From an optimization exercise on the open Yosys and OpenROAD flow, aimed at small area; shortcuts taken in it are not production practice. Only simulation tests tie the RTL to the original design; equivalence was not proved. Power figures rest on the tool's default switching activity, not on a simulated workload.

Setup of north:
## p_1d
module p_1d(
	input clk, input rst,
	input [0:7] a_11, input [0:7] b_11,
	input [0:7] a_12, input [0:7] b_12,
	input [0:7] a_21, input [0:7] b_21,
	input [0:7] a_22, input [0:7] b_22,
	output [0:16] c_11,
	output [0:16] c_12,
	output [0:16] c_21,
	output [0:16] c_22
	);
Size in the first run: about 68 flip-flops, roughly 130 I/O pins.
clock: 7.0 ns
lec_check: 0
cap_margin: 0
core_margin: 2
core_utilization: 60
cts_buf_list: sky130_fd_sc_hd__clkbuf_4 sky130_fd_sc_hd__clkbuf_8
cts_cluster_diameter: 100
cts_cluster_size: 30
gpl_timing_driven: 0
slew_margin: 0
synth_hierarchical: 1
run.sh (not shown) runs the stock make flow with config.mk's settings and CLKGATE_MAP_FILE= SYNTH_SCRIPT=/design/flow/synth_recipe.tcl, a recipe that flattens the netlist after the stock synthesis.
What south does differently from north at the input level:
==> flow/flow/run.sh (new file) <==
#!/bin/bash
# Own layout flow: the standard flow (standard.sh, unchanged synthesis)
# with smaller port buffers, a leaner clock tree (no dummy loads) and area
# recovery on paths with slack. The make output goes to flow_standard.log;
# ORFS keeps each step's own log under orfs/logs/.
set -euo pipefail
bash standard.sh \
  "BUFFER_PORTS_ARGS=-buffer_cell sky130_fd_sc_hd__buf_1" \
  "CTS_ARGS=-sink_clustering_enable -repair_clock_nets -sink_clustering_size 30 -sink_clustering_max_diameter 100 -buf_list {sky130_fd_sc_hd__clkbuf_4 sky130_fd_sc_hd__clkbuf_8} -dont_use_dummy_load" \
  RECOVER_POWER=100 \
  finish > flow_standard.log 2>&1
==> flow/standard.sh (new file) <==
#!/bin/bash
# synth_recipe.tcl (not shown) runs the flow's synth.tcl, then flattens the netlist and writes it again
# the make line also repeats each setting of config.mk as NAME=value (left out here)
make -C /OpenROAD-flow-scripts/flow DESIGN_CONFIG=/design/flow/config.mk WORK_HOME=/design/flow/orfs CLKGATE_MAP_FILE= SYNTH_SCRIPT=/design/flow/synth_recipe.tcl "${@:-finish}"
removed: flow/run.sh
## What came out
- On south: area growth from synthesis to layout is 3.8 points lower than what north gave.
- Final instance area: south better than north
- On routed via count, north loses to south.
- On wire length of the first global-routing pass, north loses to south.

* * *

## lagoon
Another version of the RTL of p_1d (not shown whole).
Size in the first run: roughly 130 I/O pins, ~14000 µm² of cells after synthesis.
Design p_1d, start of the top module:
module p_1d(
	input clk, input rst,
	input [0:7] a_11, input [0:7] b_11,
	input [0:7] a_12, input [0:7] b_12,
	input [0:7] a_21, input [0:7] b_21,
	input [0:7] a_22, input [0:7] b_22,
	output [0:16] c_11,
	output [0:16] c_12,
	output [0:16] c_21,
	output [0:16] c_22
	);
export LEC_CHECK = 0
export CAP_MARGIN = 0
export CORE_MARGIN = 2
export CORE_UTILIZATION = 70
export CTS_BUF_LIST = sky130_fd_sc_hd__clkbuf_4 sky130_fd_sc_hd__clkbuf_8
export CTS_CLUSTER_DIAMETER = 100
export CTS_CLUSTER_SIZE = 30
export GPL_TIMING_DRIVEN = 0
export SLEW_MARGIN = 0
export SYNTH_HIERARCHICAL = 1
create_clock -name core_clock -period 7.0 [get_ports {clk}]
standard.sh (not shown) runs the stock make flow with config.mk's settings and CLKGATE_MAP_FILE= SYNTH_SCRIPT=/design/flow/synth_recipe.tcl, a recipe that flattens the netlist after the stock synthesis.
==> flow/flow/run.sh <==
#!/bin/bash
# Own layout flow: the standard flow (standard.sh, unchanged synthesis)
# with smaller port buffers, a leaner clock tree (no dummy loads), the ABC
# buffers left to the resizer, and the delay cells kept out of the resizer's
# choices. The make output goes to flow_standard.log; ORFS keeps each step's
# own log under orfs/logs/.
set -euo pipefail
# appended to the platform's own DONT_USE_CELLS list by its config.mk
export DONT_USE_CELLS="sky130_fd_sc_hd__clkdlybuf4s15_1 sky130_fd_sc_hd__clkdlybuf4s15_2 sky130_fd_sc_hd__clkdlybuf4s18_1 sky130_fd_sc_hd__clkdlybuf4s18_2 sky130_fd_sc_hd__clkdlybuf4s25_1 sky130_fd_sc_hd__clkdlybuf4s25_2 sky130_fd_sc_hd__clkdlybuf4s50_1 sky130_fd_sc_hd__clkdlybuf4s50_2 sky130_fd_sc_hd__dlygate4sd1_1 sky130_fd_sc_hd__dlygate4sd2_1 sky130_fd_sc_hd__dlygate4sd3_1 sky130_fd_sc_hd__dlymetal6s2s_1 sky130_fd_sc_hd__dlymetal6s4s_1 sky130_fd_sc_hd__dlymetal6s6s_1"
bash standard.sh \
  "BUFFER_PORTS_ARGS=-buffer_cell sky130_fd_sc_hd__buf_1" \
  "CTS_ARGS=-sink_clustering_enable -repair_clock_nets -sink_clustering_size 30 -sink_clustering_max_diameter 100 -root_buf sky130_fd_sc_hd__clkbuf_8 -tree_buf sky130_fd_sc_hd__clkbuf_4 -buf_list {sky130_fd_sc_hd__clkbuf_4} -dont_use_dummy_load" \
  REMOVE_ABC_BUFFERS=1 MATCH_CELL_FOOTPRINT=0 \
  finish > flow_standard.log 2>&1
What garnet does differently from lagoon at the input level:
--- a/flow/flow/run.sh
+++ b/flow/flow/run.sh
@@ -11,4 +11,4 @@
   "BUFFER_PORTS_ARGS=-buffer_cell sky130_fd_sc_hd__buf_1" \
-  "CTS_ARGS=-sink_clustering_enable -repair_clock_nets -sink_clustering_size 30 -sink_clustering_max_diameter 100 -root_buf sky130_fd_sc_hd__clkbuf_8 -tree_buf sky130_fd_sc_hd__clkbuf_4 -buf_list {sky130_fd_sc_hd__clkbuf_4} -dont_use_dummy_load" \
-  REMOVE_ABC_BUFFERS=1 MATCH_CELL_FOOTPRINT=0 \
+  "CTS_ARGS=-sink_clustering_enable -repair_clock_nets -sink_clustering_size 30 -sink_clustering_max_diameter 100 -buf_list {sky130_fd_sc_hd__clkbuf_4 sky130_fd_sc_hd__clkbuf_8} -dont_use_dummy_load" \
+  REMOVE_ABC_BUFFERS=1 \
   finish > flow_standard.log 2>&1
## What came out
~same power share of the combinational group in garnet and lagoon
Compared with lagoon, garnet degrades routed wire length.
garnet -> lagoon: synthesized area flat
garnet: post-route clock period utilization 0.58 points above lagoon
> inputs changed (garnet -> yarrow)
--- a/flow/flow/run.sh
+++ b/flow/flow/run.sh
@@ -12,3 +12,3 @@
   "CTS_ARGS=-sink_clustering_enable -repair_clock_nets -sink_clustering_size 30 -sink_clustering_max_diameter 100 -buf_list {sky130_fd_sc_hd__clkbuf_4 sky130_fd_sc_hd__clkbuf_8} -dont_use_dummy_load" \
-  REMOVE_ABC_BUFFERS=1 \
+  REMOVE_ABC_BUFFERS=1 MATCH_CELL_FOOTPRINT=0 \
   finish > flow_standard.log 2>&1
## What came out
- Diff garnet..yarrow | final cell count | unchanged
- The proportion of power drawn by combinational gates was comparable across garnet and yarrow.
- Diff garnet and yarrow: overall power of the completed layout higher in yarrow
- Delta (yarrow minus garnet): global-route usage has decreased, final critical-path setup slack now larger.
- Comparing yarrow against garnet, there is no change at all in standard cell core area.
- yarrow — arrival time at the worst endpoint 0.04 ns lower, garnet as reference
- Compared to garnet, the routing of yarrow uses less wire.

[separate check: timing with driven ports]
In the flow no input, the clock included, has a driving cell. The finished layouts below were timed again as built, in two steps.
Step 1 (the two cells are an assumption about what drives the block):
set clk [get_ports {clk}]
set_driving_cell -lib_cell sky130_fd_sc_hd__clkbuf_16 $clk
set_driving_cell -lib_cell sky130_fd_sc_hd__buf_2 [delete_from_list [all_inputs] $clk]
Step 2 also shifts input and output timing later by t, the mid clock arrival at the registers, as if the neighbouring blocks saw the same clock.
Slacks: no drivers / after step 1 / after step 2; pairs: no drivers / after step 1.
| run | t, ns | setup WS [ns] | hold slack, ns | worst setup path after step 2 |
|---|---|---|---|---|
| north | 0.423 | 0.188 / 0.161 / -0.262 | 1.538 / 1.542 / 1.965 | input to register |
| south | 0.412 | 0.224 / 0.169 / -0.243 | 1.549 / 1.547 / 1.794 | input to register |
| lagoon | 0.412 | 0.222 / 0.227 / -0.186 | 1.428 / 1.416 / 1.797 | input to register |
| garnet | 0.412 | 0.182 / 0.196 / -0.216 | 1.429 / 1.419 / 1.800 | input to register |
| yarrow | 0.412 | 0.222 / 0.227 / -0.186 | 1.428 / 1.416 / 1.797 | input to register |
Met with ideal ports but missed after step 2: setup timing in every run listed. The setup slack of south, which loses most, moves by -0.055 ns with the drivers and by -0.467 ns with both steps.
